What follows belongs to an exercise in optimizing a design on an open flow for small area and a short achievable clock period; a production flow would make more cautious choices.
RTL that was checked went through simulation tests only; none was proved equivalent to the original.
Only the layout flow was run in run 1; the RTL was not checked for function there.
No activity file was given, so power comes from the tool's default toggle rates.

## flow/design.v (module list and top-level ports; edited modules follow where they fit)
// module cmul: 1585 lines
// module fadd: 380 lines
// module conv3x3_fp32: 75 lines
module conv3x3_fp32(
    input         clk,
    input         resetn,
    input         valid_in,
    input  [31:0] data,
    input  [31:0] w1, w2, w3, w4, w5, w6, w7, w8, w9,
    output        valid_out,
    output [31:0] data_out
);
  // ...
==> flow/flow/run.sh <==
#!/bin/bash
set -euo pipefail
export BUFFER_PORTS_ARGS="-buffer_cell sky130_fd_sc_hd__buf_4"
bash standard.sh > standard_flow.log 2>&1
==> flow/standard.sh <==
#!/bin/bash
# synth_recipe.tcl (not shown) runs the flow's synth.tcl, then flattens the netlist and writes it again
# the make line also repeats each setting of config.mk as NAME=value (left out here)
make -C /OpenROAD-flow-scripts/flow DESIGN_CONFIG=/design/flow/config.mk WORK_HOME=/design/flow/orfs CLKGATE_MAP_FILE= SYNTH_SCRIPT=/design/flow/synth_recipe.tcl "${@:-finish}"
==> flow/config.mk <==
export PLATFORM = sky130hd
export DESIGN_NAME = conv3x3_fp32
export DESIGN_NICKNAME = conv3x3_fp32
export VERILOG_FILES = /design/flow/design.v
export SDC_FILE = /design/flow/constraint.sdc
export NUM_CORES = 8
export LEC_CHECK = 0
export CAP_MARGIN = 30
export CORE_MARGIN = 2
export CORE_UTILIZATION = 55
export SETUP_SLACK_MARGIN = 4.2
export SLEW_MARGIN = 20
==> flow/constraint.sdc <==
create_clock -name core_clock -period 8.0 [get_ports {clk}]
set_input_delay 1.6000 -clock core_clock [delete_from_list [all_inputs] [get_ports {clk}]]
set_output_delay 1.6000 -clock core_clock [all_outputs]
set_load 0.01 [all_outputs]
==> results.yml, run 1 <==
final_layout:
  sh_seq_area_pct: 36.3
  fin_area_um2: 343000
  layout.nonclk_buf_share_pct: 2.29
  inverters: 2994
  top_regs: "lb: 899 flops, p1d: 348 flops"
  regArea_um2: 125000
clock_tree:
  post_cts_buffers: 5
  cts_made_buffers: 618
  root_buffer: "clkbuf_16"
  cts_tree: "yes"
yosys:
  syn_avg_cell_area_um2: 10.9
  netlist_instances: 27900
routing:
  totalWireLength_um: 832000
  wl_met3_um: 55000
  first_pass_iters: 7
  wl_per_cell_um: 23.5
setup_path:
  crit_chain: "buf_12 -> clkinvlp_4 -> or3_4 -> o21ai_4 -> clkbuf_16 -> a22oi_2 -> xor2_1 -> fa_2 -> inv_2 -> fa_1 -> fa_1 -> inv_2 -> fa_1"
  r2r_slack_ns: 4.36
  r2r_end: "a7.kill1$_DFF_P_"
  crit_end: "u_m8.t2_hb[11]$_DFF_P_"
  crit_family: "adder cells"
outcome:
  status: "no timing/DRC/antenna violations"
floorplan:
  coreArea_um2: 553000
  die_area_um2: 561000
timing:
  setup_slack_ns: 4.17
  slew_headroom_pct: 27.5
min_path:
  holdPathEnd: "a1.eb2[2]$_DFF_P_"
place:
  dp_cells: 34100
  hpwl_um: 584000
  place_area_um2: 319000
global_route:
  grt_pass1_wl_um: 1270000
==> run 2, diff against run 1 <==
--- a/flow/design.v
+++ b/flow/design.v
@@ -136,18 +136,19 @@
   reg t1_346;
   reg t1_347;
   reg t1_348;
   reg t1_349;
   reg t1_350;
   reg t1_351;
   reg t1_352;
   reg t1_353;
-  reg [22:0] t2_la;
-  reg [22:0] t2_lb;
+  reg t2_lk;
+  reg [6:0] t2_la;
+  reg [6:0] t2_lb;
   reg [24:0] t2_ha;
   reg [24:0] t2_hb;
   reg [22:0] xh;
   reg xs1, xs2; reg [4:0] xe1, xe2;
   wire one0 = wm[0] ^ 1'b0;
   wire two0 = (wm[1] & ~wm[0] & ~1'b0) | (~wm[1] & wm[0] & 1'b0);
   wire neg0 = wm[1] & ~(wm[0] & 1'b0);
   wire pp0_0 = neg0 ^ ((one0 & xm[0]));
@@ -1092,16 +1093,113 @@
   wire s748 = c575 ^ c657 ^ s658;
   wire c749 = (c575 & c657) | (c575 & s658) | (c657 & s658);
   wire s750 = xh[22] ^ c659 ^ s660;
   wire c751 = (xh[22] & c659) | (xh[22] & s660) | (c659 & s660);
   wire s752 = ~neg11 ^ 1'b1 ^ c661;
   wire c753 = (~neg11 & 1'b1) | (~neg11 & c661) | (1'b1 & c661);
   wire [22:0] la = {c701, c699, c697, c695, c693, c691, c689, c687, c685, c683, c681, c679, c677, c675, c673, c671, c669, c667, c665, c663, t1_218, t1_215, t1_213};
   wire [22:0] lb_ = {s702, s700, s698, s696, s694, s692, s690, s688, s686, s684, s682, s680, s678, s676, s674, s672, s670, s668, s666, s664, s662, 1'b0, t1_214};
+  wire lk_g0_0 = la[0] & lb_[0];
+  wire lk_p0_0 = la[0] ^ lb_[0];
+  wire lk_g0_1 = la[1] & lb_[1];
+  wire lk_p0_1 = la[1] ^ lb_[1];
+  wire lk_g0_2 = la[2] & lb_[2];
+  wire lk_p0_2 = la[2] ^ lb_[2];
+  wire lk_g0_3 = la[3] & lb_[3];
+  wire lk_p0_3 = la[3] ^ lb_[3];
+  wire lk_g0_4 = la[4] & lb_[4];
+  wire lk_p0_4 = la[4] ^ lb_[4];
+  wire lk_g0_5 = la[5] & lb_[5];
+  wire lk_p0_5 = la[5] ^ lb_[5];
+  wire lk_g0_6 = la[6] & lb_[6];
+  wire lk_p0_6 = la[6] ^ lb_[6];
+  wire lk_g0_7 = la[7] & lb_[7];
+  wire lk_p0_7 = la[7] ^ lb_[7];
+  wire lk_g0_8 = la[8] & lb_[8];
+  wire lk_p0_8 = la[8] ^ lb_[8];
+  wire lk_g0_9 = la[9] & lb_[9];
+  wire lk_p0_9 = la[9] ^ lb_[9];
+  wire lk_g0_10 = la[10] & lb_[10];
+  wire lk_p0_10 = la[10] ^ lb_[10];
+  wire lk_g0_11 = la[11] & lb_[11];
+  wire lk_p0_11 = la[11] ^ lb_[11];
+  wire lk_g0_12 = la[12] & lb_[12];
+  wire lk_p0_12 = la[12] ^ lb_[12];
+  wire lk_g0_13 = la[13] & lb_[13];
+  wire lk_p0_13 = la[13] ^ lb_[13];
+  wire lk_g0_14 = la[14] & lb_[14];
+  wire lk_p0_14 = la[14] ^ lb_[14];
+  wire lk_g0_15 = la[15] & lb_[15];
+  wire lk_p0_15 = la[15] ^ lb_[15];
+  wire lk_g1_1 = lk_g0_1 | (lk_p0_1 & lk_g0_0);
+  wire lk_p1_1 = lk_p0_1 & lk_p0_0;
+  wire lk_g1_3 = lk_g0_3 | (lk_p0_3 & lk_g0_2);
+  wire lk_p1_3 = lk_p0_3 & lk_p0_2;
+  wire lk_g1_5 = lk_g0_5 | (lk_p0_5 & lk_g0_4);
+  wire lk_p1_5 = lk_p0_5 & lk_p0_4;
+  wire lk_g1_7 = lk_g0_7 | (lk_p0_7 & lk_g0_6);
+  wire lk_p1_7 = lk_p0_7 & lk_p0_6;
+  wire lk_g1_9 = lk_g0_9 | (lk_p0_9 & lk_g0_8);
+  wire lk_p1_9 = lk_p0_9 & lk_p0_8;
+  wire lk_g1_11 = lk_g0_11 | (lk_p0_11 & lk_g0_10);
+  wire lk_p1_11 = lk_p0_11 & lk_p0_10;
+  wire lk_g1_13 = lk_g0_13 | (lk_p0_13 & lk_g0_12);
+  wire lk_p1_13 = lk_p0_13 & lk_p0_12;
+  wire lk_g1_15 = lk_g0_15 | (lk_p0_15 & lk_g0_14);
+  wire lk_p1_15 = lk_p0_15 & lk_p0_14;
+  wire lk_g2_2 = lk_g0_2 | (lk_p0_2 & lk_g1_1);
+  wire lk_p2_2 = lk_p0_2 & lk_p1_1;
+  wire lk_g2_3 = lk_g1_3 | (lk_p1_3 & lk_g1_1);
+  wire lk_p2_3 = lk_p1_3 & lk_p1_1;
+  wire lk_g2_6 = lk_g0_6 | (lk_p0_6 & lk_g1_5);
+  wire lk_p2_6 = lk_p0_6 & lk_p1_5;
+  wire lk_g2_7 = lk_g1_7 | (lk_p1_7 & lk_g1_5);
+  wire lk_p2_7 = lk_p1_7 & lk_p1_5;
+  wire lk_g2_10 = lk_g0_10 | (lk_p0_10 & lk_g1_9);
+  wire lk_p2_10 = lk_p0_10 & lk_p1_9;
+  wire lk_g2_11 = lk_g1_11 | (lk_p1_11 & lk_g1_9);
+  wire lk_p2_11 = lk_p1_11 & lk_p1_9;
+  wire lk_g2_14 = lk_g0_14 | (lk_p0_14 & lk_g1_13);
+  wire lk_p2_14 = lk_p0_14 & lk_p1_13;
+  wire lk_g2_15 = lk_g1_15 | (lk_p1_15 & lk_g1_13);
+  wire lk_p2_15 = lk_p1_15 & lk_p1_13;
+  wire lk_g3_4 = lk_g0_4 | (lk_p0_4 & lk_g2_3);
+  wire lk_p3_4 = lk_p0_4 & lk_p2_3;
+  wire lk_g3_5 = lk_g1_5 | (lk_p1_5 & lk_g2_3);
+  wire lk_p3_5 = lk_p1_5 & lk_p2_3;
+  wire lk_g3_6 = lk_g2_6 | (lk_p2_6 & lk_g2_3);
+  wire lk_p3_6 = lk_p2_6 & lk_p2_3;
+  wire lk_g3_7 = lk_g2_7 | (lk_p2_7 & lk_g2_3);
+  wire lk_p3_7 = lk_p2_7 & lk_p2_3;
+  wire lk_g3_12 = lk_g0_12 | (lk_p0_12 & lk_g2_11);
+  wire lk_p3_12 = lk_p0_12 & lk_p2_11;
+  wire lk_g3_13 = lk_g1_13 | (lk_p1_13 & lk_g2_11);
+  wire lk_p3_13 = lk_p1_13 & lk_p2_11;
+  wire lk_g3_14 = lk_g2_14 | (lk_p2_14 & lk_g2_11);
+  wire lk_p3_14 = lk_p2_14 & lk_p2_11;
+  wire lk_g3_15 = lk_g2_15 | (lk_p2_15 & lk_g2_11);
+  wire lk_p3_15 = lk_p2_15 & lk_p2_11;
+  wire lk_g4_8 = lk_g0_8 | (lk_p0_8 & lk_g3_7);
+  wire lk_p4_8 = lk_p0_8 & lk_p3_7;
+  wire lk_g4_9 = lk_g1_9 | (lk_p1_9 & lk_g3_7);
+  wire lk_p4_9 = lk_p1_9 & lk_p3_7;
+  wire lk_g4_10 = lk_g2_10 | (lk_p2_10 & lk_g3_7);
+  wire lk_p4_10 = lk_p2_10 & lk_p3_7;
+  wire lk_g4_11 = lk_g2_11 | (lk_p2_11 & lk_g3_7);
+  wire lk_p4_11 = lk_p2_11 & lk_p3_7;
+  wire lk_g4_12 = lk_g3_12 | (lk_p3_12 & lk_g3_7);
+  wire lk_p4_12 = lk_p3_12 & lk_p3_7;
+  wire lk_g4_13 = lk_g3_13 | (lk_p3_13 & lk_g3_7);
+  wire lk_p4_13 = lk_p3_13 & lk_p3_7;
+  wire lk_g4_14 = lk_g3_14 | (lk_p3_14 & lk_g3_7);
+  wire lk_p4_14 = lk_p3_14 & lk_p3_7;
+  wire lk_g4_15 = lk_g3_15 | (lk_p3_15 & lk_g3_7);
+  wire lk_p4_15 = lk_p3_15 & lk_p3_7;
+  wire lk = lk_g4_15;
   wire [24:0] ha = {c751, c749, c747, c745, c743, c741, c739, c737, c735, c733, c731, c729, c727, c725, c723, c721, c719, c717, c715, c713, c711, c709, c707, c705, c703};
   wire [24:0] hb = {s752, s750, s748, s746, s744, s742, s740, s738, s736, s734, s732, s730, s728, s726, s724, s722, s720, s718, s716, s714, s712, s710, s708, s706, s704};
   always @(posedge clk) begin
     t1_213 <= pp0_0;
     t1_214 <= neg0;
     t1_215 <= pp0_1;
     t1_216 <= pp0_2;
     t1_217 <= pp1_0;
@@ -1238,18 +1336,19 @@
     t1_348 <= pp6_24;
     t1_349 <= pp7_22;
     t1_350 <= ~neg6;
     t1_351 <= pp7_23;
     t1_352 <= pp7_24;
     t1_353 <= ~neg7;
     xh <= xm[22:0];
     xs1 <= xs; xe1 <= xe;
-    t2_la <= la;
-    t2_lb <= lb_;
+    t2_lk <= lk;
+    t2_la <= la[22:16];
+    t2_lb <= lb_[22:16];
     t2_ha <= ha;
     t2_hb <= hb;
     xs2 <= xs1; xe2 <= xe1;
   end
   wire lc_g0_0 = t2_la[0] & t2_lb[0];
   wire lc_p0_0 = t2_la[0] ^ t2_lb[0];
   wire lc_g0_1 = t2_la[1] & t2_lb[1];
   wire lc_p0_1 = t2_la[1] ^ t2_lb[1];
@@ -1258,145 +1357,36 @@
   wire lc_g0_3 = t2_la[3] & t2_lb[3];
   wire lc_p0_3 = t2_la[3] ^ t2_lb[3];
   wire lc_g0_4 = t2_la[4] & t2_lb[4];
   wire lc_p0_4 = t2_la[4] ^ t2_lb[4];
   wire lc_g0_5 = t2_la[5] & t2_lb[5];
   wire lc_p0_5 = t2_la[5] ^ t2_lb[5];
   wire lc_g0_6 = t2_la[6] & t2_lb[6];
   wire lc_p0_6 = t2_la[6] ^ t2_lb[6];
-  wire lc_g0_7 = t2_la[7] & t2_lb[7];
-  wire lc_p0_7 = t2_la[7] ^ t2_lb[7];
-  wire lc_g0_8 = t2_la[8] & t2_lb[8];
-  wire lc_p0_8 = t2_la[8] ^ t2_lb[8];
-  wire lc_g0_9 = t2_la[9] & t2_lb[9];
-  wire lc_p0_9 = t2_la[9] ^ t2_lb[9];
-  wire lc_g0_10 = t2_la[10] & t2_lb[10];
-  wire lc_p0_10 = t2_la[10] ^ t2_lb[10];
-  wire lc_g0_11 = t2_la[11] & t2_lb[11];
-  wire lc_p0_11 = t2_la[11] ^ t2_lb[11];
-  wire lc_g0_12 = t2_la[12] & t2_lb[12];
-  wire lc_p0_12 = t2_la[12] ^ t2_lb[12];
-  wire lc_g0_13 = t2_la[13] & t2_lb[13];
-  wire lc_p0_13 = t2_la[13] ^ t2_lb[13];
-  wire lc_g0_14 = t2_la[14] & t2_lb[14];
-  wire lc_p0_14 = t2_la[14] ^ t2_lb[14];
-  wire lc_g0_15 = t2_la[15] & t2_lb[15];
-  wire lc_p0_15 = t2_la[15] ^ t2_lb[15];
-  wire lc_g0_16 = t2_la[16] & t2_lb[16];
-  wire lc_p0_16 = t2_la[16] ^ t2_lb[16];
-  wire lc_g0_17 = t2_la[17] & t2_lb[17];
-  wire lc_p0_17 = t2_la[17] ^ t2_lb[17];
-  wire lc_g0_18 = t2_la[18] & t2_lb[18];
-  wire lc_p0_18 = t2_la[18] ^ t2_lb[18];
-  wire lc_g0_19 = t2_la[19] & t2_lb[19];
-  wire lc_p0_19 = t2_la[19] ^ t2_lb[19];
-  wire lc_g0_20 = t2_la[20] & t2_lb[20];
-  wire lc_p0_20 = t2_la[20] ^ t2_lb[20];
-  wire lc_g0_21 = t2_la[21] & t2_lb[21];
-  wire lc_p0_21 = t2_la[21] ^ t2_lb[21];
-  wire lc_g0_22 = t2_la[22] & t2_lb[22];
-  wire lc_p0_22 = t2_la[22] ^ t2_lb[22];
-  wire lc_g1_1 = lc_g0_1 | (lc_p0_1 & lc_g0_0);
+  wire lc_gc = lc_g0_0 | (lc_p0_0 & t2_lk);
+  wire lc_g1_1 = lc_g0_1 | (lc_p0_1 & lc_gc);
   wire lc_p1_1 = lc_p0_1 & lc_p0_0;
   wire lc_g1_3 = lc_g0_3 | (lc_p0_3 & lc_g0_2);
   wire lc_p1_3 = lc_p0_3 & lc_p0_2;
   wire lc_g1_5 = lc_g0_5 | (lc_p0_5 & lc_g0_4);
   wire lc_p1_5 = lc_p0_5 & lc_p0_4;
-  wire lc_g1_7 = lc_g0_7 | (lc_p0_7 & lc_g0_6);
-  wire lc_p1_7 = lc_p0_7 & lc_p0_6;
-  wire lc_g1_9 = lc_g0_9 | (lc_p0_9 & lc_g0_8);
-  wire lc_p1_9 = lc_p0_9 & lc_p0_8;
-  wire lc_g1_11 = lc_g0_11 | (lc_p0_11 & lc_g0_10);
-  wire lc_p1_11 = lc_p0_11 & lc_p0_10;
-  wire lc_g1_13 = lc_g0_13 | (lc_p0_13 & lc_g0_12);
-  wire lc_p1_13 = lc_p0_13 & lc_p0_12;
-  wire lc_g1_15 = lc_g0_15 | (lc_p0_15 & lc_g0_14);
-  wire lc_p1_15 = lc_p0_15 & lc_p0_14;
-  wire lc_g1_17 = lc_g0_17 | (lc_p0_17 & lc_g0_16);
-  wire lc_p1_17 = lc_p0_17 & lc_p0_16;
-  wire lc_g1_19 = lc_g0_19 | (lc_p0_19 & lc_g0_18);
-  wire lc_p1_19 = lc_p0_19 & lc_p0_18;
-  wire lc_g1_21 = lc_g0_21 | (lc_p0_21 & lc_g0_20);
-  wire lc_p1_21 = lc_p0_21 & lc_p0_20;
   wire lc_g2_2 = lc_g0_2 | (lc_p0_2 & lc_g1_1);
   wire lc_p2_2 = lc_p0_2 & lc_p1_1;
   wire lc_g2_3 = lc_g1_3 | (lc_p1_3 & lc_g1_1);
   wire lc_p2_3 = lc_p1_3 & lc_p1_1;
   wire lc_g2_6 = lc_g0_6 | (lc_p0_6 & lc_g1_5);
   wire lc_p2_6 = lc_p0_6 & lc_p1_5;
-  wire lc_g2_7 = lc_g1_7 | (lc_p1_7 & lc_g1_5);
-  wire lc_p2_7 = lc_p1_7 & lc_p1_5;
-  wire lc_g2_10 = lc_g0_10 | (lc_p0_10 & lc_g1_9);
-  wire lc_p2_10 = lc_p0_10 & lc_p1_9;
-  wire lc_g2_11 = lc_g1_11 | (lc_p1_11 & lc_g1_9);
-  wire lc_p2_11 = lc_p1_11 & lc_p1_9;
-  wire lc_g2_14 = lc_g0_14 | (lc_p0_14 & lc_g1_13);
-  wire lc_p2_14 = lc_p0_14 & lc_p1_13;
-  wire lc_g2_15 = lc_g1_15 | (lc_p1_15 & lc_g1_13);
-  wire lc_p2_15 = lc_p1_15 & lc_p1_13;
-  wire lc_g2_18 = lc_g0_18 | (lc_p0_18 & lc_g1_17);
-  wire lc_p2_18 = lc_p0_18 & lc_p1_17;
-  wire lc_g2_19 = lc_g1_19 | (lc_p1_19 & lc_g1_17);
-  wire lc_p2_19 = lc_p1_19 & lc_p1_17;
-  wire lc_g2_22 = lc_g0_22 | (lc_p0_22 & lc_g1_21);
-  wire lc_p2_22 = lc_p0_22 & lc_p1_21;
   wire lc_g3_4 = lc_g0_4 | (lc_p0_4 & lc_g2_3);
   wire lc_p3_4 = lc_p0_4 & lc_p2_3;
   wire lc_g3_5 = lc_g1_5 | (lc_p1_5 & lc_g2_3);
   wire lc_p3_5 = lc_p1_5 & lc_p2_3;
   wire lc_g3_6 = lc_g2_6 | (lc_p2_6 & lc_g2_3);
   wire lc_p3_6 = lc_p2_6 & lc_p2_3;
-  wire lc_g3_7 = lc_g2_7 | (lc_p2_7 & lc_g2_3);
-  wire lc_p3_7 = lc_p2_7 & lc_p2_3;
-  wire lc_g3_12 = lc_g0_12 | (lc_p0_12 & lc_g2_11);
-  wire lc_p3_12 = lc_p0_12 & lc_p2_11;
-  wire lc_g3_13 = lc_g1_13 | (lc_p1_13 & lc_g2_11);
-  wire lc_p3_13 = lc_p1_13 & lc_p2_11;
-  wire lc_g3_14 = lc_g2_14 | (lc_p2_14 & lc_g2_11);
-  wire lc_p3_14 = lc_p2_14 & lc_p2_11;
-  wire lc_g3_15 = lc_g2_15 | (lc_p2_15 & lc_g2_11);
-  wire lc_p3_15 = lc_p2_15 & lc_p2_11;
-  wire lc_g3_20 = lc_g0_20 | (lc_p0_20 & lc_g2_19);
-  wire lc_p3_20 = lc_p0_20 & lc_p2_19;
-  wire lc_g3_21 = lc_g1_21 | (lc_p1_21 & lc_g2_19);
-  wire lc_p3_21 = lc_p1_21 & lc_p2_19;
-  wire lc_g3_22 = lc_g2_22 | (lc_p2_22 & lc_g2_19);
-  wire lc_p3_22 = lc_p2_22 & lc_p2_19;
-  wire lc_g4_8 = lc_g0_8 | (lc_p0_8 & lc_g3_7);
-  wire lc_p4_8 = lc_p0_8 & lc_p3_7;
-  wire lc_g4_9 = lc_g1_9 | (lc_p1_9 & lc_g3_7);
-  wire lc_p4_9 = lc_p1_9 & lc_p3_7;
-  wire lc_g4_10 = lc_g2_10 | (lc_p2_10 & lc_g3_7);
-  wire lc_p4_10 = lc_p2_10 & lc_p3_7;
-  wire lc_g4_11 = lc_g2_11 | (lc_p2_11 & lc_g3_7);
-  wire lc_p4_11 = lc_p2_11 & lc_p3_7;
-  wire lc_g4_12 = lc_g3_12 | (lc_p3_12 & lc_g3_7);
-  wire lc_p4_12 = lc_p3_12 & lc_p3_7;
-  wire lc_g4_13 = lc_g3_13 | (lc_p3_13 & lc_g3_7);
-  wire lc_p4_13 = lc_p3_13 & lc_p3_7;
-  wire lc_g4_14 = lc_g3_14 | (lc_p3_14 & lc_g3_7);
-  wire lc_p4_14 = lc_p3_14 & lc_p3_7;
-  wire lc_g4_15 = lc_g3_15 | (lc_p3_15 & lc_g3_7);
-  wire lc_p4_15 = lc_p3_15 & lc_p3_7;
-  wire lc_g5_16 = lc_g0_16 | (lc_p0_16 & lc_g4_15);
-  wire lc_p5_16 = lc_p0_16 & lc_p4_15;
-  wire lc_g5_17 = lc_g1_17 | (lc_p1_17 & lc_g4_15);
-  wire lc_p5_17 = lc_p1_17 & lc_p4_15;
-  wire lc_g5_18 = lc_g2_18 | (lc_p2_18 & lc_g4_15);
-  wire lc_p5_18 = lc_p2_18 & lc_p4_15;
-  wire lc_g5_19 = lc_g2_19 | (lc_p2_19 & lc_g4_15);
-  wire lc_p5_19 = lc_p2_19 & lc_p4_15;
-  wire lc_g5_20 = lc_g3_20 | (lc_p3_20 & lc_g4_15);
-  wire lc_p5_20 = lc_p3_20 & lc_p4_15;
-  wire lc_g5_21 = lc_g3_21 | (lc_p3_21 & lc_g4_15);
-  wire lc_p5_21 = lc_p3_21 & lc_p4_15;
-  wire lc_g5_22 = lc_g3_22 | (lc_p3_22 & lc_g4_15);
-  wire lc_p5_22 = lc_p3_22 & lc_p4_15;
-  wire t2_lc = lc_g5_22;
+  wire t2_lc = lc_g3_6;
   wire hs_g0_0 = t2_ha[0] & t2_hb[0];
   wire hs_p0_0 = t2_ha[0] ^ t2_hb[0];
   wire hs_g0_1 = t2_ha[1] & t2_hb[1];
   wire hs_p0_1 = t2_ha[1] ^ t2_hb[1];
   wire hs_g0_2 = t2_ha[2] & t2_hb[2];
   wire hs_p0_2 = t2_ha[2] ^ t2_hb[2];
   wire hs_g0_3 = t2_ha[3] & t2_hb[3];
   wire hs_p0_3 = t2_ha[3] ^ t2_hb[3];
==> flow/run.sh (new file) <==
#!/bin/bash
# synth_recipe.tcl (not shown) runs the flow's synth.tcl, then flattens the netlist and writes it again
# the make line also repeats each setting of config.mk as NAME=value (left out here)
make -C /OpenROAD-flow-scripts/flow DESIGN_CONFIG=/design/flow/config.mk WORK_HOME=/design/flow/orfs CLKGATE_MAP_FILE= SYNTH_SCRIPT=/design/flow/synth_recipe.tcl finish
removed: flow/flow/run.sh
removed: flow/standard.sh
==> results.yml, run 2 <==
outcome:
  status: "no timing/DRC/antenna violations"
floorplan:
  die_w_um: 742
  ios: 356
  rows: 270
  start_util_pct: 55.3
  die_area_um2: 550000
  die_h_um: 742
  coreArea_um2: 541000
yosys:
  synth_edf_count: 899
  synth_compound_area_share_pct: 12.0
  synth_mux_area_share_pct: 4.12
  netlist_instances: 27600
  synth_top_area_share_pct: 30.6
  synth_area_leaders: "dfxtp_1 (31%), fa_1 (16%), edfxtp_1 (9.0%)"
  synth_xor_area_share_pct: 10.2
  ys.flop_type: "dfxtp_1"
  synth_top_area_cell: "dfxtp_1"
  ys.warnings.count: 7
  synth_nets: 31900
  synth_top_family_by_area: "adder cells"
  syn_avg_cell_area_um2: 10.8
  synth_adder_area_share_pct: 22.3
  ys_seq_area_share_pct: 39.8
  synth-simple-area-share_pct: 5.31
  synth.most_common_cell: "dfxtp_1"
  yosysUniqueCellTypes: 110
  syn_area_um2: 299000
  synth_common_cells: "dfxtp_1 (4572), inv_1 (2958), fa_1 (2319)"
  synthArstFlopShare_pct: 0.527
  ys_ff_latch: 5500
clock_tree:
  root_buffer: "clkbuf_16"
  clk_transition_reported_paths_ns: 0.06
  insertion_delay_ns: 1.12
  cts_buffer_depth: 4
  cts_tree: "yes"
  htreeDepth: 6
  cts.sinks: 5500
  cts_hold_buf: 0
  cts_made_buffers: 593
pwr:
  ir_drop_uv: 313
  seq_power_share_pct: 31.3
  leakagePower_nw: 144
  p_per_area_nw_per_um2: 438
  pwr-share-clk_pct: 19.4
  pwr-share-comb_pct: 49.3
  p_sw_share_pct: 40.8
  p_sw_mw: 60.8
  power.internal_mw: 88.4
  p_total_mw: 149
final_layout:
  top_regs: "lb: 899 flops, p1d: 348 flops"
  most-common-layout-cells: "dfxtp_1 (4556), inv_1 (2677), xnor2_1 (2177), a22oi_1 (1894), fa_1 (1709)"
  fin_cells: 35300
  top_register: "lb"
  fin_area_um2: 341000
  final_layout_size_suffix_gt1_share_pct: 14.4
  layout_commonest_cell: "dfxtp_1"
  largest_register_ff_count: 899
  nFillCells: 43600
  syn_to_final_growth_pct: 13.9
  layout.nets: 31800
timing:
  slew_headroom_pct: 21.9
  tightestPinTransition_ns: 1.17
  post-route-min-period_ns: 3.80
  fmax_mhz: 263
  final_max_slew_viol_count: 0
  grt_setup_unrepaired: "true"
  setup_slack_ns: 4.20
  setup_viol: 0
  setup-tns-final_ns: 0
  fin_crit_sh_pct: 47.5
  clock_skew_ns: 0.0644
  hold_viol: 0
setup_path:
  crit_required_ns: 9.02
  critPathMaxFanout: 7
  start_kind: "input port"
  cp-end-kind: "flip-flop"
  worstSetupPathType: "in -> reg"
  critPathArrivalTime_ns: 4.82
global_route:
  grt_pass1_vias: 206000
  grt_max_degree: 182
  grt_pass1_wl_um: 1250000
  grt_overflow_total: 0
  track_usage_pct: 29.1
  antenna_found_initial: 49
place:
  port_buffers: 355
  hpwl_um: 565000
  gp_congestion: 0.890
  place_ws_ns: 2.08
  dp_cells: 33800
  place_area_um2: 315000
routing:
  remaining_drc_errors: 0
  totalWireLength_um: 812000
  drt-initial-drc-count: 15600
  vias: 199000
  ant_nets: 0
  vias_per_cell: 5.65
  wl_per_cell_um: 23.0
  first_pass_iters: 8
run:
  maxCapViolCount: 0
min_path:
  min_path_type: "reg -> reg"
run 2: changes by cell type after synthesis, moves of 18 or more:
cell	before	now
buf_2	41	59
clkbuf_1	1418	1394
dfxtp_1	4842	4572
inv_1	2911	2958
mux2_1	118	26
mux2_2	259	354
nand4_1	77	55
nor2_1	1081	1139
o21a_1	123	99
o21ai_0	503	584
o21ai_1	225	154
o22ai_1	73	42
run 2: critical path, stage by stage:
cell and delay (ns):
buf_2 0.28, nand3b_1 0.20, buf_4 0.21, o21ai_4 0.07, buf_4 0.15, a22oi_2 0.06
xnor2_1 0.58, fa_2 0.58, fa_2 0.53, inv_1 0.05, fa_2 0.50
run 2: worst paths after layout:
path	from	endpoint	slack [ns]	cells past startpoint
min in group asynchronous	resetn	vp[19]$_DFF_PN0_	0.91	2
max in group asynchronous	resetn	vp[2]$_DFF_PN0_	6.79	2
max reg2reg	a4.r2[9]$_DFF_P_	a4.y[30]$_DFF_P_	4.33	13
min reg2reg	a0.ebq[2]$_DFF_P_	a0.eb2[2]$_DFF_P_	0.31	0
max	w3[15]	u_m3.t2_lb[3]$_DFF_P_	4.20	11
min	a0.ebq[2]$_DFF_P_	a0.eb2[2]$_DFF_P_	0.31	0
run 2: per-layer routing:
layer  share of wire (%)  vias to the layer above  GRT usage [%]
li1                    -                    92200              -
met1                  42                    98000           38.7
met2                  47                     7123           48.0
met3                 6.7                     1639           4.65
met4                 3.9                       10           10.8
met5              0.0075                        -              0
run 2: cell type report:
cell class | instances | area (um2) | area share (%)
Sequential cell | 5500 | 119000 | 35.0
Inverter | 3038 | 11900 | 3.49
Timing Repair inverter | 9 | 85.1 | 0.0250
Tap cell | 7208 | 9020 | 2.65
Antenna cell | 31 | 77.6 | 0.0228
Clock inverter | 273 | 3920 | 1.15
Multi-Input combinational cell | 17300 | 168000 | 49.4
Clock buffer | 815 | 16900 | 4.97
Timing Repair Buffer | 1122 | 11400 | 3.34
run 2: power groups by stage:
stage | sequential (mW) | clock, mW | combinational, mW
after floorplan | 43.6 | 0 | 54.1
after global placement | 47.3 | 0 | 71.0
after detailed placement | 47.3 | 0 | 72.8
after CTS | 46.8 | 29.5 | 73.6
after global routing | 47.8 | 30.6 | 84.0
final | 46.7 | 28.9 | 73.6
run 2: logic make-up after synthesis:
logic type                 after synthesis
muxes                                 1097
and+or+nand+nor                       3512
buffers and inverters                 4909
AOI/OAI and AO/OA                     5189
DFF                                   5500
adders and majority gates             3938
xor gates and xnor gates              3492
run 2: through the flow:
stage               hold slack [ns]  util, %
detailed placement            0.312     58.2
global placement              0.310     58.0
finish                        0.310     63.0
global route                  0.306     63.0
floorplan                     0.310        -
CTS                           0.293     62.6
run 2: what timing repair did:
action | CTS | global route
resized for setup | 310 | 234
cloned | 43 | 6
setup endpoints to repair | 810 | 503
pin swaps | 86 | 65
setup buffers | 181 | 97
==> run 3, diff against run 2 <==
==> flow/flow/run.sh (new file) <==
#!/bin/bash
set -euo pipefail
export BUFFER_PORTS_ARGS="-buffer_cell sky130_fd_sc_hd__buf_4"
bash standard.sh > standard_flow.log 2>&1
==> flow/standard.sh (new file) <==
#!/bin/bash
# synth_recipe.tcl (not shown) runs the flow's synth.tcl, then flattens the netlist and writes it again
# the make line also repeats each setting of config.mk as NAME=value (left out here)
make -C /OpenROAD-flow-scripts/flow DESIGN_CONFIG=/design/flow/config.mk WORK_HOME=/design/flow/orfs CLKGATE_MAP_FILE= SYNTH_SCRIPT=/design/flow/synth_recipe.tcl "${@:-finish}"
--- a/flow/config.mk
+++ b/flow/config.mk
@@ -9,4 +9,4 @@
 export CORE_MARGIN = 2
 export CORE_UTILIZATION = 55
-export SETUP_SLACK_MARGIN = 4.2
+export SETUP_SLACK_MARGIN = 4.6
 export SLEW_MARGIN = 20
removed: flow/run.sh
==> results.yml, run 3 <==
setup_path:
  critPathArrivalTime_ns: 4.91
  critPathMaxFanout: 6
  r2r_start: "u_m6.t2_la[0]$_DFF_P_"
  cp-end-kind: "flip-flop"
  start_kind: "input port"
  critPathLaunch: "w5[17]"
  worstSetupPathType: "in -> reg"
  crit_required_ns: 9.03
timing:
  setup_slack_ns: 4.12
  setup-tns-final_ns: 0
  post-route-min-period_ns: 3.88
  final_max_slew_viol_count: 0
  tightestPinTransition_ns: 1.12
  clock_skew_ns: 0.0554
  fmax_mhz: 258
  setup_viol: 0
  slew_headroom_pct: 25.6
  fin_crit_sh_pct: 48.5
  grt_setup_unrepaired: "true"
  hold_viol: 0
floorplan:
  coreArea_um2: 541000
  die_w_um: 742
  die_area_um2: 550000
  rows: 270
  start_util_pct: 55.3
  ios: 356
  die_h_um: 742
final_layout:
  largest_register_ff_count: 899
  multiInputGateArea_um2: 176000
  layout.nets: 32100
  top_register: "lb"
  regArea_um2: 119000
  nFillCells: 41900
  top_regs: "lb: 899 flops, p1d: 348 flops"
  layout_commonest_cell: "dfxtp_1"
  most-common-layout-cells: "dfxtp_1 (4499), inv_1 (2375), xnor2_1 (1955), a22oi_1 (1482), ha_1 (1472)"
  syn_to_final_growth_pct: 18.1
  final_layout_size_suffix_gt1_share_pct: 22.3
yosys:
  synth_common_cells: "dfxtp_1 (4572), inv_1 (2958), fa_1 (2319)"
  ys.warnings.count: 7
  ys_seq_area_share_pct: 39.8
  synth_xor_area_share_pct: 10.2
  syn_area_um2: 299000
  ys.flop_type: "dfxtp_1"
  synth_mux_area_share_pct: 4.12
  synth_top_family_by_area: "adder cells"
  ys_ff_latch: 5500
  synth_top_area_share_pct: 30.6
  yosysUniqueCellTypes: 110
  synth.most_common_cell: "dfxtp_1"
  synth_adder_area_share_pct: 22.3
  synthArstFlopShare_pct: 0.527
  syn_avg_cell_area_um2: 10.8
  synth_edf_count: 899
  synth_compound_area_share_pct: 12.0
  synth_nets: 31900
  synth-simple-area-share_pct: 5.31
  synth_area_leaders: "dfxtp_1 (31%), fa_1 (16%), edfxtp_1 (9.0%)"
  netlist_instances: 27600
  synth_top_area_cell: "dfxtp_1"
pwr:
  seq_power_share_pct: 30.4
  pwr-share-comb_pct: 50.6
  p_total_mw: 154
  p_sw_mw: 63.1
  power.internal_mw: 90.9
  ir_drop_uv: 285
  leakagePower_nw: 148
  p_sw_share_pct: 41.0
  p_per_area_nw_per_um2: 436
  pwr-share-clk_pct: 19.0
clock_tree:
  clk_transition_reported_paths_ns: 0.07
  cts_hold_buf: 0
  cts_tree: "yes"
  root_buffer: "clkbuf_16"
  cts.sinks: 5500
  insertion_delay_ns: 1.13
  cts_buffer_depth: 4
  cts_made_buffers: 599
  htreeDepth: 6
global_route:
  track_usage_pct: 29.8
  grt_pass1_wl_um: 1270000
  grt_overflow_total: 0
  grt_pass1_vias: 210000
  antenna_found_initial: 30
  grtUsageMet3_pct: 4.69
  grt_max_degree: 183
  use_met2_pct: 49.5
  grt_busiest_layer: "met2"
  grt_use_met1_pct: 39.3
routing:
  wl_per_cell_um: 23.5
  remaining_drc_errors: 0
  vias_per_cell: 5.69
  vias: 203000
  ant_nets: 0
  drt-initial-drc-count: 15500
  first_pass_iters: 8
  totalWireLength_um: 837000
run:
  maxCapViolCount: 0
place:
  port_buffers: 355
  place_ws_ns: 2.74
  hpwl_um: 569000
  gp_congestion: 0.891
min_path:
  min_path_type: "reg -> reg"
  min_from: "p1d[3][10]$_DFF_P_"
outcome:
  status: "no timing/DRC/antenna violations"
[run 3: cell counts after synthesis]
No cell type changed its count.
[run 3: area by class of cell]
class / count / area share [%]
antenna: 20 / 0.0142
clock buffer: 783 / 4.73
clock inverter: 328 / 1.31
inverter: 3038 / 3.45
multi-input combinational: 17300 / 49.7
sequential: 5500 / 33.8
tap: 7208 / 2.55
timing repair buffer: 1418 / 4.39
timing repair inverter: 10 / 0.0269
[run 3: repair_timing]
| item | in CTS | in global routing |
|---|---|---|
| gates resized for setup | 786 | 798 |
| buffers inserted | 422 | 217 |
| cloned | 63 | 15 |
| endpoints found under the setup margin | 1073 | 811 |
| pin swaps | 628 | 756 |
[run 3: path summary, 6_finish.rpt]
| path | slack, ns | to | cells past startpoint |
|---|---|---|---|
| worst max-delay path | 4.12 | u_m5.t2_hb[9]$_DFF_P_ | 13 |
| worst min-delay path | 0.28 | p1d[4][10]$_DFF_P_ | 0 |
| worst max register to register | 4.54 | u_m6.hq[19]$_DFF_P_ | 11 |
| worst min register to register | 0.28 | p1d[4][10]$_DFF_P_ | 0 |
| max in group asynchronous | 7.21 | col[1]$_DFFE_PN0P_ | 1 |
| min in group asynchronous | 0.45 | vp[20]$_DFF_PN0_ | 1 |
[run 3: power by group through the flow]
stage	clock, mW	combinational [mW]	sequential [mW]
floorplan	0	54.9	43.6
global placement	0	71.8	47.2
detailed placement	0	73.6	47.3
CTS	29.9	76.0	46.8
global route	31.0	88.2	47.9
finish	29.3	77.9	46.9
[run 3: per-stage QoR]
| step | util [%] | cell area [um2] | instances | hold WS [ns] |
|---|---|---|---|---|
| 5_1_grt | 65.3 | 353000 | 35600 | 0.295 |
| 4_1_cts | 64.3 | 348000 | 35300 | 0.290 |
| 3_3_place_gp | 58.6 | 317000 | 33600 | 0.310 |
| 2_1_floorplan | - | 315000 | 27600 | 0.310 |
| 3_5_place_dp | 58.8 | 318000 | 33700 | 0.312 |
| 6_report | 65.3 | 354000 | 35600 | 0.280 |
[run 3: worst max-delay path: stages]
cell and delay [ns]:
buf_12 0.12, nand3b_1 0.20, o21ai_4 0.12, buf_6 0.16
buf_16 0.13, a22oi_1 0.10, xnor2_1 0.49, fa_2 0.32
inv_1 0.06, fa_1 0.50, fa_2 0.55, inv_2 0.04
fa_2 0.51
[run 3: cell families (layout without fill, tap and decap cells)]
| kind of cell | after synthesis | after routing |
|---|---|---|
| buffers and inverters | 4909 | 5577 |
| AO/OA/AOI/OAI | 5189 | 5213 |
| AND/OR/NAND/NOR | 3512 | 3520 |
| flip-flops | 5500 | 5500 |
| multiplexers | 1097 | 1097 |
| adder cells (fa/ha/maj) | 3938 | 3938 |
| XOR/XNOR | 3492 | 3492 |
| other | 0 | 20 |
[run 3: routing by layer]
| metal | part of all wire (%) | vias up |
|---|---|---|
| met3 | 6.6 | 1813 |
| met2 | 47 | 7216 |
| li1 | - | 92900 |
| met1 | 42 | 101000 |
| met4 | 4.0 | 12 |
| met5 | 0.0084 | - |
==> run 4, diff against run 3 <==
--- a/flow/config.mk
+++ b/flow/config.mk
@@ -9,4 +9,4 @@
 export CORE_MARGIN = 2
 export CORE_UTILIZATION = 55
-export SETUP_SLACK_MARGIN = 4.6
+export SETUP_SLACK_MARGIN = 4.2
 export SLEW_MARGIN = 20
==> results.yml, run 4 <==
setup_path:
  crit_chain: "buf_4 -> ha_4 -> buf_8 -> a21oi_4 -> xnor2_4 -> fa_2 -> inv_2 -> fa_2 -> fa_2 -> inv_1 -> fa_2"
  cp_slowest_cell: "fa_2"
  crit_required_ns: 8.99
  r2r_end: "a1.y[8]$_DFF_P_"
  worstSetupPathType: "in -> reg"
  worst-r2r-cell-count: 11
  critPathMaxFanout: 13
  start_kind: "input port"
  r2r_start: "a1.r2[0]$_DFF_P_"
  critPathArrivalTime_ns: 4.81
  cp-end-kind: "flip-flop"
  slowest_delay_ns: 0.53
  cp_common_cell: "fa_2"
  crit_family: "adder cells"
  r2r_slack_ns: 4.32
  worst-path-buf-inv: 4
final_layout:
  multiInputGateArea_um2: 168000
  syn_to_final_growth_pct: 12.7
  final_layout_size_suffix_gt1_share_pct: 14.6
  fin_cells: 35000
  top_regs: "lb: 899 flops, p1d: 348 flops"
  nFillCells: 43900
  top_register: "lb"
  layout.nets: 31600
  most-common-layout-cells: "dfxtp_1 (4554), inv_1 (2683), xnor2_1 (2194), a22oi_1 (1895), fa_1 (1708)"
  finish.utilization_pct: 62.3
  layout_commonest_cell: "dfxtp_1"
  regArea_um2: 119000
  largest_register_ff_count: 899
timing:
  setup_viol: 0
  fmax_mhz: 262
  post-route-min-period_ns: 3.82
  setup-tns-final_ns: 0
  tightestPinTransition_ns: 1.14
  grt_setup_unrepaired: "true"
  slew_headroom_pct: 23.1
  final_max_slew_viol_count: 0
  hold_viol: 0
  fin_crit_sh_pct: 47.7
  clock_skew_ns: 0.0564
pwr:
  pwr-share-comb_pct: 49.2
  power.internal_mw: 88.3
  p_sw_share_pct: 40.8
  ir_drop_uv: 334
  leakagePower_nw: 143
  pwr-share-clk_pct: 19.5
  p_per_area_nw_per_um2: 443
  seq_power_share_pct: 31.3
  p_sw_mw: 60.9
yosys:
  synthArstFlopShare_pct: 0.527
  yosysUniqueCellTypes: 110
  ys.warnings.count: 7
  synth_top_area_share_pct: 30.6
  synth-simple-area-share_pct: 5.31
  ys_seq_area_share_pct: 39.8
  ys_ff_latch: 5500
  synth_top_area_cell: "dfxtp_1"
  synth_adder_area_share_pct: 22.3
  ys.flop_type: "dfxtp_1"
  synth.most_common_cell: "dfxtp_1"
  synth_top_family_by_area: "adder cells"
  synth_xor_area_share_pct: 10.2
  syn_avg_cell_area_um2: 10.8
  syn_area_um2: 299000
  synth_compound_area_share_pct: 12.0
  synth_common_cells: "dfxtp_1 (4572), inv_1 (2958), fa_1 (2319)"
  synth_area_leaders: "dfxtp_1 (31%), fa_1 (16%), edfxtp_1 (9.0%)"
  synth_nets: 31900
  synth_mux_area_share_pct: 4.12
  netlist_instances: 27600
  synth_edf_count: 899
run:
  maxCapViolCount: 0
clock_tree:
  cts_hold_buf: 0
  clk_transition_reported_paths_ns: 0.06
  htreeDepth: 6
  root_buffer: "clkbuf_16"
  insertion_delay_ns: 1.10
  cts_tree: "yes"
  cts_buffer_depth: 4
  cts.sinks: 5500
  cts_made_buffers: 595
routing:
  totalWireLength_um: 807000
  wl_per_cell_um: 23.0
  remaining_drc_errors: 0
  vias_per_cell: 5.67
  drt-initial-drc-count: 15500
  ant_nets: 0
  first_pass_iters: 8
  vias: 199000
floorplan:
  ios: 356
  coreArea_um2: 541000
  rows: 270
  die_w_um: 742
  die_area_um2: 550000
  start_util_pct: 55.3
  die_h_um: 742
place:
  gp_congestion: 0.905
  hpwl_um: 568000
  port_buffers: 355
  dp_cells: 33800
global_route:
  grt_max_degree: 202
  antenna_found_initial: 49
  grt_overflow_total: 0
  track_usage_pct: 28.8
  grt_pass1_vias: 205000
  grt_pass1_wl_um: 1240000
min_path:
  worstHoldPathCells: 0
  min_from: "a3.sgnq$_DFF_P_"
  min_path_type: "reg -> reg"
  holdPathEnd: "a3.sgn2$_DFF_P_"
outcome:
  status: "no timing/DRC/antenna violations"
==> run 4: cell families after synthesis <==
logic type	after synthesis
xor+xnor	3492
mux	1097
simple gates	3512
flops	5500
compound gates	5189
buf+inv	4909
fa+ha+maj	3938
==> run 4: worst reg2reg max path: cells and delay by family (launching register included) <==
family / cells / cell delay (ns)
compound gates: 6 / 2.12
simple gates: 4 / 0.63
flops: 1 / 0.43
buf+inv: 1 / 0.33
==> run 4: power groups by stage <==
stage | clock (mW) | combinational, mW | sequential [mW]
6_report | 29.1 | 73.4 | 46.7
5_1_grt | 30.8 | 83.7 | 47.8
4_1_cts | 29.7 | 73.7 | 46.8
3_5_place_dp | 0 | 73.1 | 47.3
3_3_place_gp | 0 | 71.3 | 47.3
2_1_floorplan | 0 | 54.1 | 43.6
==> run 4: how the worst max path moves through the flow <==
stage | endpoint | cells after the start | slack (ns) | startpoint
after CTS | u_m8.t2_hb[17]$_DFF_P_ | 11 | 4.17 | w8[18]
after detailed placement | u_m6.t2_hb[15]$_DFF_P_ | 11 | 2.74 | w6[17]
after floorplan | u_m6.t2_hb[15]$_DFF_P_ | 11 | 3.51 | w6[20]
after global placement | u_m6.t2_hb[14]$_DFF_P_ | 11 | 2.59 | w6[19]
after global routing | a2.r2[24]$_DFF_P_ | 14 | 4.07 | a2.pq[24]$_DFF_P_
final | u_m5.t2_hb[17]$_DFF_P_ | 11 | 4.18 | w5[15]
==> run 4: stage by stage <==
stage	hold WS [ns]	power, mW	worst slack, ns	instance area, um2
2_1_floorplan	0.310	97.7	3.51	308000
3_3_place_gp	0.310	119	2.59	313000
3_5_place_dp	0.312	120	2.74	314000
4_1_cts	0.284	150	4.17	335000
5_1_grt	0.305	162	4.07	337000
6_report	0.313	149	4.18	337000
==> run 4: area by class of cell <==
type,instances,share of cell area [%]
tap,7208,2.67
sequential,5500,35.4
clock inverter,295,1.28
clock buffer,806,4.96
multi-input combinational,17300,49.8
timing repair buffer,917,2.37
antenna,25,0.0186
timing repair inverter,1,0.00186
inverter,3038,3.50
==> run 4: per-layer routing <==
metal / global-route usage [%] / vias to the layer above / wire (um)
li1: - / 91800 / -
met1: 38.2 / 98100 / 340000
met2: 47.7 / 7090 / 379000
met3: 4.51 / 1682 / 55500
met4: 11.0 / 16 / 32200
met5: 0 / - / 107
==> run 4: timing repair <==
action,CTS,global route
pin swaps,30,27
resized for setup,43,120
setup endpoints to repair,467,350
cloned,23,10
buffers inserted,13,93
hold endpoints to repair,0,0

afterwards: timing with drivers on the ports:
How much do the figures lean on ideal ports? The routed layouts below were timed once more, with nothing changed but the port constraints. Step 1 assumes that a clkbuf_16 drives the clock port and a buf_2 every other input. Step 2 also shifts input and output timing later by t, the mid clock arrival at the registers, as if the neighbouring blocks saw the same clock. Three values: no drivers, after step 1, after step 2; two values: the first two.
run	shift t [ns]	slack for setup (ns)	clock arrival spread, ns	worst data-port slew with drivers (ns)	cell pins on the clock port's net
run 1	1.227	4.172 / 4.168 / 2.941	0.078 / 0.079	0.32	1
run 2	1.219	4.201 / 4.136 / 2.917	0.083 / 0.082	0.28	1
run 3	1.223	4.122 / 4.112 / 2.889	0.084 / 0.084	0.28	1
run 4	1.208	4.180 / 4.138 / 2.929	0.063 / 0.063	0.33	1
After both steps every run listed still meets setup and hold. For run 2, which loses most, drivers alone change the setup slack by -0.065 ns; drivers and shift together by -1.284 ns.
